Context: an optimization exercise on an open-source flow, tuned for small area and a short achievable clock period. The choices shown serve that exercise and are no tape-out recipe. Where RTL was checked, it was by simulation tests only, not by an equivalence proof against the original.

==> job 5880: inputs <==
==> flow/design.v (excerpt) <==
module cpu(
    input clk,
    input reset,
    input [31:0] instruction_from_icache,
    input busywait_from_icache,
    input [31:0] data_from_dcache,
    input busywait_from_dcache,
    output [31:0] address_to_icache,
    output [31:0] reg0_output,reg1_output,reg2_output,reg3_output,reg4_output,reg5_output,reg6_output,
    output dcache_read,
    output dcache_write,
    output [31:0] dcache_address,
    output [31:0] dcache_writedata
  );
  localparam K1 = 5;
  localparam K2 = 6;
  localparam Q1 = 0;
  localparam Q2 = 1;
  wire stall = busywait_from_icache | busywait_from_dcache;
  wire bj;
  wire [31:0] bj_addr;
  reg [31:0] pc;
  always @(posedge clk or posedge reset)
    if (reset) pc <= 32'hFFFFFFFC;
    else if (!stall) pc <= bj ? bj_addr : pc + 32'd4;
  assign address_to_icache = pc;
  reg [31:0] ir;
  reg ir_v;
  always @(posedge clk or posedge reset)
    if (reset) ir_v <= 1'b0;
    else if (bj) ir_v <= 1'b0;
    else if (!stall) ir_v <= 1'b1;
  reg [31:0] ra1_oh, ra2_oh;
  always @(posedge clk)
    if (!stall) begin
      ir <= instruction_from_icache;
      ra1_oh <= 32'd1 << instruction_from_icache[19:15];
      ra2_oh <= 32'd1 << instruction_from_icache[24:20];
    end
  wire [6:0] opc = ir[6:0];
  wire [2:0] f3 = ir[14:12];
  wire [6:0] f7 = ir[31:25];
  wire is_lui   = opc == 7'b0110111;
  wire is_auipc = opc == 7'b0010111;
  wire is_jal   = opc == 7'b1101111;
  wire is_jalr  = opc == 7'b1100111;
  wire is_br    = opc == 7'b1100011;
  wire is_ld    = opc == 7'b0000011;
  wire is_st    = opc == 7'b0100011;
  wire is_opi   = opc == 7'b0010011;
  wire is_op    = opc == 7'b0110011;
  wire is_m     = is_op & (f7 == 7'b0000001);
  wire is_div   = is_m & f3[2];
  wire d_we = ir_v & (is_lui | is_auipc | is_jal | is_jalr | is_ld | is_opi | is_op);
  wire d_mr = ir_v & is_ld;
  wire d_mw = ir_v & is_st;
  wire d_br = ir_v & is_br;
  wire d_jp = ir_v & (is_jal | is_jalr);
  wire [1:0] d_rsel = is_lui ? 2'd1 : (is_jal | is_jalr) ? 2'd3 : (is_op & is_m) ? 2'd0 : 2'd2;
  wire d_in1 = is_auipc | is_jal;
  wire d_in2 = is_auipc | is_jal | is_jalr | is_ld | is_st | is_opi;
  wire d_cpl = is_br | (is_op & f7[5]);
  wire [2:0] d_aluop = (is_opi | is_op) ? f3 : 3'd0;
  ...
clock: 120.0 ns
lec_check: 0
abc_area: 1
cap_margin: 35
core_margin: 2
core_utilization: 35
cts_buf_list: sky130_fd_sc_hd__clkbuf_8
cts_cluster_diameter: 70
cts_cluster_size: 14
place_density: 0.6
slew_margin: 35
run.sh (not shown) runs the stock make flow with config.mk's settings and CLKGATE_MAP_FILE= SYNTH_SCRIPT=/design/flow/synth_recipe.tcl, a recipe that flattens the netlist after the stock synthesis.
==> inputs of job 8674, as changes to job 5880 <==
--- a/flow/design.v
+++ b/flow/design.v
@@ -126,16 +126,15 @@
   input  [4:0]  s,
   input         xneg, ds, dz, one, selr,
   output [31:0] res
 );
   wire sub = xneg ^ ds;
   wire [34:0] dpe = {{2{dp[32]}}, dp};
   wire [34:0] r1 = rs + rc;
-  wire [34:0] dpa = sub ? -dpe : dpe;
-  wire [34:0] r2 = rs + rc + dpa;
+  wire [34:0] r2 = rs + rc + (dpe ^ {35{sub}}) + {34'd0, sub};
   wire zero = ~|r1;
   wire corr = xneg ? (~r1[34] & ~zero) : r1[34];
   wire [34:0] rf = corr ? r2 : r1;
   wire [34:0] rsh = $signed(rf) >>> s;
   reg [31:0] p, n;
   integer k;
   always @(*) begin
@@ -1407,15 +1406,15 @@
     output dcache_read,
     output dcache_write,
     output [31:0] dcache_address,
     output [31:0] dcache_writedata
   );
   localparam K1 = 5;
   localparam K2 = 6;
-  localparam Q1 = 0;
+  localparam Q1 = 1;
   localparam Q2 = 1;
   wire stall = busywait_from_icache | busywait_from_dcache;
   wire bj;
   wire [31:0] bj_addr;
   reg [31:0] pc;
   always @(posedge clk or posedge reset)
     if (reset) pc <= 32'hFFFFFFFC;
Settings changed: CORE_UTILIZATION 35 to 30, PLACE_DENSITY 0.6 to 0.5.
==> impl_metrics.ini <==
[grt]
grt_pass1_wl_um = 1140000

[worst_hold_path]
worstHoldStart = dvs_x[1]

[worst_setup_path]
path_buf_inv = 32

[synth]
synth.net_count = 20300

[run_status]
status = no timing/DRC/antenna violations
-- figures above: job 8674

==> impl_metrics.ini <==
[run_status]
status = no timing/DRC/antenna violations

[layout]
regArea_um2 = 44100

[timing]
rsz0062_at_grt = false

[grt]
gr-total-overflow = 0
grt_pass1_wl_um = 1110000

[worst_setup_path]
path_buf_inv = 24

[synth]
synth.net_count = 20700
-- figures above: job 5880


==> inputs of 11-25 <==
Another version of the RTL of cpu (not shown whole).
export LEC_CHECK = 0
export CAP_MARGIN = 35
export CORE_MARGIN = 2
export CORE_UTILIZATION = 30
export SLEW_MARGIN = 35
create_clock -name core_clock -period 120.0 [get_ports {clk}]
==> inputs of 11-07, as changes to 11-25 <==
--- a/flow/design.v
+++ b/flow/design.v
@@ -1,22 +1,21 @@
 module div_pre(
   input  [31:0] a, b,
   input         sgn,
-  output [61:0] w,
+  output [62:0] w,
   output [31:0] dp,
   output [4:0]  s,
-  output        qneg, rneg, dz, one
+  output        xneg, ds, dz, one
 );
-  wire xs = sgn & a[31];
-  wire ds = sgn & b[31];
-  wire [31:0] xu = xs ? -a : a;
+  assign xneg = sgn & a[31];
+  assign ds = sgn & b[31];
   wire [31:0] du = ds ? -b : b;
   wire le1 = ~|du[31:1];
   assign dz = le1 & ~du[0];
   assign one = le1 & du[0];
-  assign qneg = xs ^ ds;
-  assign rneg = xs;
+  wire [32:0] xe = {xneg, a};
+  wire [32:0] xi = (one & ds) ? -xe : xe;
   wire [31:0] d0 = du;
   wire s4 = ~|d0[31:16];
   wire [31:0] d1 = s4 ? {d0[15:0], 16'd0} : d0;
   wire s3 = ~|d1[31:24];
   wire [31:0] d2 = s3 ? {d1[23:0], 8'd0} : d1;
@@ -26,21 +25,20 @@
   wire [31:0] d4 = s1 ? {d3[29:0], 2'd0} : d3;
   wire s0 = ~d4[31];
   wire [31:0] d5 = s0 ? {d4[30:0], 1'd0} : d4;
   assign s = le1 ? 5'd0 : {s4, s3, s2, s1, s0};
   assign dp = le1 ? 32'd0 : d5;
-  wire [61:0] x0 = {30'd0, xu};
-  wire [61:0] x1 = (s4 & ~le1) ? {x0[45:0], 16'd0} : x0;
-  wire [61:0] x2 = (s3 & ~le1) ? {x1[53:0], 8'd0} : x1;
-  wire [61:0] x3 = (s2 & ~le1) ? {x2[57:0], 4'd0} : x2;
-  wire [61:0] x4 = (s1 & ~le1) ? {x3[59:0], 2'd0} : x3;
-  assign w = (s0 & ~le1) ? {x4[60:0], 1'd0} : x4;
+  wire [62:0] x0 = {{30{xi[32]}}, xi};
+  wire [62:0] x1 = (s4 & ~le1) ? {x0[46:0], 16'd0} : x0;
+  wire [62:0] x2 = (s3 & ~le1) ? {x1[54:0], 8'd0} : x1;
+  wire [62:0] x3 = (s2 & ~le1) ? {x2[58:0], 4'd0} : x2;
+  wire [62:0] x4 = (s1 & ~le1) ? {x3[60:0], 2'd0} : x3;
+  assign w = (s0 & ~le1) ? {x4[61:0], 1'd0} : x4;
 endmodule
-module srt_step(
+module srt_sel(
   input  [34:0] si, ci,
   input  [31:0] dp,
-  output [34:0] so, co,
   output [2:0]  q
 );
   wire [6:0] y = si[34:28] + ci[34:28];
   wire hi = dp[30];
   reg [6:0] m2;
@@ -51,75 +49,99 @@
     endcase
   wire ge2 = $signed(y) >= $signed(m2);
   wire ge1 = $signed(y) >= $signed(hi ? 7'd6 : 7'd4);
   wire ge0 = $signed(y) >= $signed(hi ? 7'h79 : 7'h7b);
   wire gem1 = $signed(~y) <= $signed(m2);
-  wire pos = ge1;
   wire two = ge2 | ~gem1;
   wire one = (ge1 & ~ge2) | (gem1 & ~ge0);
   assign q = {~ge0, two, one};
-  wire [34:0] m = ({35{one}} & {3'b000, dp}) | ({35{two}} & {2'b00, dp, 1'b0});
+endmodule
+module srt_csa(
+  input  [34:0] si, ci,
+  input  [31:0] dp,
+  input  [2:0]  q,
+  output [34:0] so, co
+);
+  wire pos = ~q[2] & (q[1] | q[0]);
+  wire [34:0] m = ({35{q[0]}} & {3'b000, dp}) | ({35{q[1]}} & {2'b00, dp, 1'b0});
   wire [34:0] x = m ^ {35{pos}};
   assign so = si ^ ci ^ x;
   wire [34:0] mj = (si & ci) | (si & x) | (ci & x);
   assign co = {mj[33:0], pos};
 endmodule
-module srt_iters #(parameter J0 = 0, parameter J1 = 16) (
+module srt_iters #(parameter J0 = 0, parameter J1 = 16, parameter QI = 0, parameter QO = 0) (
   input  [34:0] si, ci,
   input  [31:0] dp,
   input  [29:0] wl,
+  input  [2:0]  qi,
   output [34:0] so, co,
-  output [3*(J1-J0)-1:0] qd
+  output [3*(J1-J0)-1:0] qd,
+  output [2:0]  qo
 );
   wire [34:0] ss [J0:J1];
   wire [34:0] cc [J0:J1];
   assign ss[J0] = si;
   assign cc[J0] = ci;
   genvar j;
   generate
     for (j = J0; j < J1; j = j + 1) begin : it
       wire [34:0] sm, cy;
-      srt_step st(.si(ss[j]), .ci(cc[j]), .dp(dp), .so(sm), .co(cy), .q(qd[3*(J1-1-j) +: 3]));
+      wire [2:0] q;
+      if (QI && j == J0) begin : qin
+        assign q = qi;
+      end else begin : qsel
+        srt_sel sl(.si(ss[j]), .ci(cc[j]), .dp(dp), .q(q));
+      end
+      srt_csa st(.si(ss[j]), .ci(cc[j]), .dp(dp), .q(q), .so(sm), .co(cy));
+      assign qd[3*(J1-1-j) +: 3] = q;
       if (j == 15) begin : last
         assign ss[j+1] = sm;
         assign cc[j+1] = cy;
       end else begin : mid
         assign ss[j+1] = {sm[32:0], wl[29-2*j -: 2]};
         assign cc[j+1] = {cy[32:0], 2'b00};
       end
     end
+    if (QO) begin : qout
+      srt_sel sl(.si(ss[J1]), .ci(cc[J1]), .dp(dp), .q(qo));
+    end else begin : noqout
+      assign qo = 3'b000;
+    end
   endgenerate
   assign so = ss[J1];
   assign co = cc[J1];
 endmodule
 module div_post(
   input  [34:0] rs, rc,
   input  [47:0] qd,
   input  [31:0] dp,
   input  [4:0]  s,
-  input         qneg, rneg, dz, one, selr,
+  input         xneg, ds, dz, one, selr,
   output [31:0] res
 );
-  wire [34:0] r = rs + rc;
-  wire [34:0] r2 = rs + rc + {3'b000, dp};
-  wire neg = r[34];
-  wire [31:0] rf = neg ? r2[31:0] : r[31:0];
+  wire [34:0] r1 = rs + rc;
+  wire [34:0] r2 = rs + rc + (xneg ? ~{3'b000, dp} + 35'd1 : {3'b000, dp});
+  wire zero = ~|r1;
+  wire corr = xneg ? (~r1[34] & ~zero) : r1[34];
+  wire [34:0] rf = corr ? r2 : r1;
+  wire [34:0] rsh = $signed(rf) >>> s;
   reg [31:0] p, n;
   integer k;
   always @(*) begin
     for (k = 0; k < 16; k = k + 1) begin
-      p[2*k +: 2] = qd[3*k+2] ? 2'b00 : qd[3*k +: 2] & 2'b11;
+      p[2*k +: 2] = qd[3*k+2] ? 2'b00 : qd[3*k +: 2];
       n[2*k +: 2] = qd[3*k+2] ? qd[3*k +: 2] : 2'b00;
     end
   end
-  wire [31:0] qv = p + ~n + {31'd0, ~neg};
-  wire [31:0] ru = rf >> s;
-  wire [31:0] qu = one ? ru : qv;
-  wire [31:0] rr = one ? 32'd0 : ru;
-  wire [31:0] qs = qneg ? -qu : qu;
-  wire [31:0] rsg = rneg ? -rr : rr;
-  assign res = selr ? rsg : (dz ? 32'hffffffff : qs);
+  wire [31:0] qa = ds ? n : p;
+  wire [31:0] qb = ds ? p : n;
+  wire [31:0] q0 = qa - qb;
+  wire [31:0] qc = (xneg ^ ds) ? qa - qb + 32'd1 : qa - qb - 32'd1;
+  wire [31:0] qf = corr ? qc : q0;
+  wire [31:0] qv = dz ? 32'hffffffff : one ? rf[31:0] : qf;
+  wire [31:0] rv = one ? 32'd0 : rsh[31:0];
+  assign res = selr ? rv : qv;
 endmodule
 module mul33(input [32:0] a, input [32:0] b, output [63:0] p);
   wire [33:0] bx = {b[32], b};
   wire [34:0] ax = {{2{a[32]}}, a};
   wire neg0 = bx[1];
@@ -1363,12 +1385,14 @@
     output dcache_read,
     output dcache_write,
     output [31:0] dcache_address,
     output [31:0] dcache_writedata
   );
-  localparam K1 = 5;
-  localparam K2 = 6;
+  localparam K1 = 4;
+  localparam K2 = 7;
+  localparam Q1 = 1;
+  localparam Q2 = 1;
   wire stall = busywait_from_icache | busywait_from_dcache;
   wire bj;
   wire [31:0] bj_addr;
   reg [31:0] pc;
   always @(posedge clk or posedge reset)
@@ -1421,20 +1445,21 @@
     .ra1(ir[19:15]), .ra2(ir[24:20]), .rd1(rs1v), .rd2(rs2v),
     .we(we_m), .wa(rd_m), .wd(wdata),
     .r0(reg0_output), .r1(reg1_output), .r2(reg2_output), .r3(reg3_output),
     .r4(reg4_output), .r5(reg5_output), .r6(reg6_output)
   );
-  wire [61:0] dv_w;
+  wire [62:0] dv_w;
   wire [31:0] dv_dp;
   wire [4:0]  dv_s;
-  wire dv_qneg, dv_rneg, dv_dz, dv_one;
+  wire dv_xneg, dv_ds, dv_dz, dv_one;
   div_pre dpre(.a(rs1v), .b(rs2v), .sgn(~f3[0]), .w(dv_w), .dp(dv_dp), .s(dv_s),
-               .qneg(dv_qneg), .rneg(dv_rneg), .dz(dv_dz), .one(dv_one));
+               .xneg(dv_xneg), .ds(dv_ds), .dz(dv_dz), .one(dv_one));
   wire [34:0] d_ds, d_dc;
   wire [3*K1-1:0] d_dq;
-  srt_iters #(.J0(0), .J1(K1)) dit1(.si({3'b000, dv_w[61:30]}), .ci(35'd0), .dp(dv_dp),
-               .wl(dv_w[29:0]), .so(d_ds), .co(d_dc), .qd(d_dq));
+  wire [2:0] d_qo;
+  srt_iters #(.J0(0), .J1(K1), .QI(0), .QO(Q1)) dit1(.si({{2{dv_w[62]}}, dv_w[62:30]}), .ci(35'd0),
+               .dp(dv_dp), .wl(dv_w[29:0]), .qi(3'b000), .so(d_ds), .co(d_dc), .qd(d_dq), .qo(d_qo));
   reg we_x, mr_x, mw_x, br_x, jp_x;
   always @(posedge clk or posedge reset)
     if (reset) {we_x, mr_x, mw_x, br_x, jp_x} <= 5'd0;
     else if (bj) {we_x, mr_x, mw_x, br_x, jp_x} <= 5'd0;
     else if (!stall) {we_x, mr_x, mw_x, br_x, jp_x} <= {d_we, d_mr, d_mw, d_br, d_jp};
@@ -1443,13 +1468,14 @@
   reg [1:0] rsel_x;
   reg in1_x, in2_x, cpl_x, ld_x;
   reg [31:0] d1_x, d2_x, imm_x;
   reg [2:0] dsh_x, dch_x;
   reg [3*K1-1:0] dq_x;
+  reg [2:0] qo_x;
   reg [29:0] dw_x;
   reg [4:0] dvs_x;
-  reg qneg_x, rneg_x, dz_x, one_x;
+  reg xneg_x, ds_x, dz_x, one_x;
   always @(posedge clk)
     if (!stall) begin
       rd_x <= ir[11:7];
       f3_x <= f3;
       aluop_x <= d_aluop;
@@ -1462,13 +1488,14 @@
       d2_x <= is_div ? dv_dp : rs2v;
       imm_x <= is_div ? d_dc[31:0] : d_imm;
       dsh_x <= d_ds[34:32];
       dch_x <= d_dc[34:32];
       dq_x <= d_dq;
+      qo_x <= d_qo;
       dw_x <= dv_w[29:0];
       dvs_x <= dv_s;
-      {qneg_x, rneg_x, dz_x, one_x} <= {dv_qneg, dv_rneg, dv_dz, dv_one};
+      {xneg_x, ds_x, dz_x, one_x} <= {dv_xneg, dv_ds, dv_dz, dv_one};
     end
   wire [31:0] pc_x = pc - 32'd8;       
   wire [31:0] op1 = in1_x ? pc_x : d1_x;
   wire [31:0] op2 = in2_x ? imm_x : d2_x;
   wire [31:0] op2c = cpl_x ? -op2 : op2;
@@ -1518,12 +1545,13 @@
       default: res = pc - 32'd4;
     endcase
   wire [34:0] x_ds, x_dc;
   wire [3*K2-1:0] x_dq;
   wire [31:0] dp_x = d2_x;
-  srt_iters #(.J0(K1), .J1(K1+K2)) dit2(.si({dsh_x, d1_x}), .ci({dch_x, imm_x}), .dp(dp_x),
-               .wl(dw_x), .so(x_ds), .co(x_dc), .qd(x_dq));
+  wire [2:0] x_qo;
+  srt_iters #(.J0(K1), .J1(K1+K2), .QI(Q1), .QO(Q2)) dit2(.si({dsh_x, d1_x}), .ci({dch_x, imm_x}),
+               .dp(dp_x), .wl(dw_x), .qi(qo_x), .so(x_ds), .co(x_dc), .qd(x_dq), .qo(x_qo));
   wire div_x = (rsel_x == 2'd0) & f3_x[2];
   reg mr_m, mw_m;
   always @(posedge clk or posedge reset)
     if (reset) {we_m, mr_m, mw_m} <= 3'd0;
     else if (!stall) {we_m, mr_m, mw_m} <= {we_x, mr_x, mw_x};
@@ -1531,13 +1559,14 @@
   reg ld_m, dv_m;
   reg [31:0] res_m, sd_m;
   reg [2:0] dsh_m;
   reg [34:0] dc_m;
   reg [3*(K1+K2)-1:0] dq_m;
+  reg [2:0] qo_m;
   reg [29:0] dw_m;
   reg [4:0] dvs_m;
-  reg qneg_m, rneg_m, dz_m, one_m;
+  reg xneg_m, ds_m, dz_m, one_m;
   always @(posedge clk)
     if (!stall) begin
       rd_m <= rd_x;
       f3_m <= f3_x;
       ld_m <= ld_x;
@@ -1545,13 +1574,14 @@
       res_m <= div_x ? x_ds[31:0] : res;
       sd_m <= d2_x;
       dsh_m <= x_ds[34:32];
       dc_m <= x_dc;
       dq_m <= {dq_x, x_dq};
+      qo_m <= x_qo;
       dw_m <= dw_x;
       dvs_m <= dvs_x;
-      {qneg_m, rneg_m, dz_m, one_m} <= {qneg_x, rneg_x, dz_x, one_x};
+      {xneg_m, ds_m, dz_m, one_m} <= {xneg_x, ds_x, dz_x, one_x};
     end
   assign dcache_read = mr_m;
   assign dcache_write = mw_m;
   assign dcache_address = res_m;
   assign dcache_writedata = (f3_m == 3'b000) ? {24'd0, sd_m[7:0]} :
@@ -1567,12 +1597,13 @@
       default: ldv = 32'd0;
     endcase
   wire [34:0] m_ds, m_dc;
   wire [3*(16-K1-K2)-1:0] m_dq;
   wire [31:0] dp_m = sd_m;
-  srt_iters #(.J0(K1+K2), .J1(16)) dit3(.si({dsh_m, res_m}), .ci(dc_m), .dp(dp_m),
-               .wl(dw_m), .so(m_ds), .co(m_dc), .qd(m_dq));
+  wire [2:0] m_qo;
+  srt_iters #(.J0(K1+K2), .J1(16), .QI(Q2), .QO(0)) dit3(.si({dsh_m, res_m}), .ci(dc_m),
+               .dp(dp_m), .wl(dw_m), .qi(qo_m), .so(m_ds), .co(m_dc), .qd(m_dq), .qo(m_qo));
   wire [31:0] dres;
   div_post dpost(.rs(m_ds), .rc(m_dc), .qd({dq_m, m_dq}), .dp(dp_m), .s(dvs_m),
-                 .qneg(qneg_m), .rneg(rneg_m), .dz(dz_m), .one(one_m), .selr(f3_m[1]), .res(dres));
+                 .xneg(xneg_m), .ds(ds_m), .dz(dz_m), .one(one_m), .selr(f3_m[1]), .res(dres));
   assign wdata = ld_m ? ldv : dv_m ? dres : res_m;
 endmodule
Settings changed: ABC_AREA set to 1, PLACE_DENSITY set to 0.5.
==> flow_metrics.env <==
export IMPL_status="finished clean"
export IMPL_ff2ff_setup_slack_ns=85.01
export IMPL_multi_input_area_share_pct=59.4
export IMPL_pre_cts_ws_ns=85.70
export IMPL_final_cells=25007
export IMPL_worst_hold_path_endpoint="dvs_m[1]"
export IMPL_n_clock_buffer=224
export IMPL_clkSinkCount=1443
export IMPL_nonClkBufAreaFrac_pct=5.40
export IMPL_die_area_sq_mm=0.526
the above is filed under 11-25

==> flow_metrics.env <==
export IMPL_n_clock_buffer=226
export IMPL_status="finished clean"
export IMPL_worst_hold_path_endpoint="xneg_m"
export IMPL_multi_input_area_share_pct=56.5
export IMPL_die_area_sq_mm=0.501
export IMPL_clkSinkCount=1442
export IMPL_final_cells=25973
the above is filed under 11-07

Only the layout flow was run in 11-25; the RTL was not checked for function there.

-- separate check: timing with driven ports --
Ports are ideal in the flow. The routed layouts listed here were re-timed in OpenROAD.
Step 1, drivers: a clkbuf_16 drives clk and a buf_2 each remaining input, both assumed.
Step 2 moves the port delays by t, midway between the first and last clock arrival at a register: inputs arrive t later, outputs are due t later. That takes back most of the time a late clock gives input paths.
Three values: ideal ports, drivers, drivers and shift; two values: the first two.
run	t, ns	slack for setup (ns)	hold WS [ns]	latest minus earliest clock arrival (ns)	worst slew at a driven data input, ns
job 5880	1.171	89.799 / 89.799 / 89.799	0.428 / 0.428 / 0.428	0.213 / 0.213	0.09
job 8674	1.228	90.073 / 90.073 / 90.073	0.421 / 0.421 / 0.421	0.178 / 0.177	0.12
11-25	1.048	85.006 / 85.006 / 85.006	0.418 / 0.418 / 0.418	0.175 / 0.174	0.31
11-07	1.024	91.656 / 91.656 / 91.656	0.411 / 0.411 / 0.411	0.187 / 0.187	0.27
After both steps every run listed still meets setup and hold.
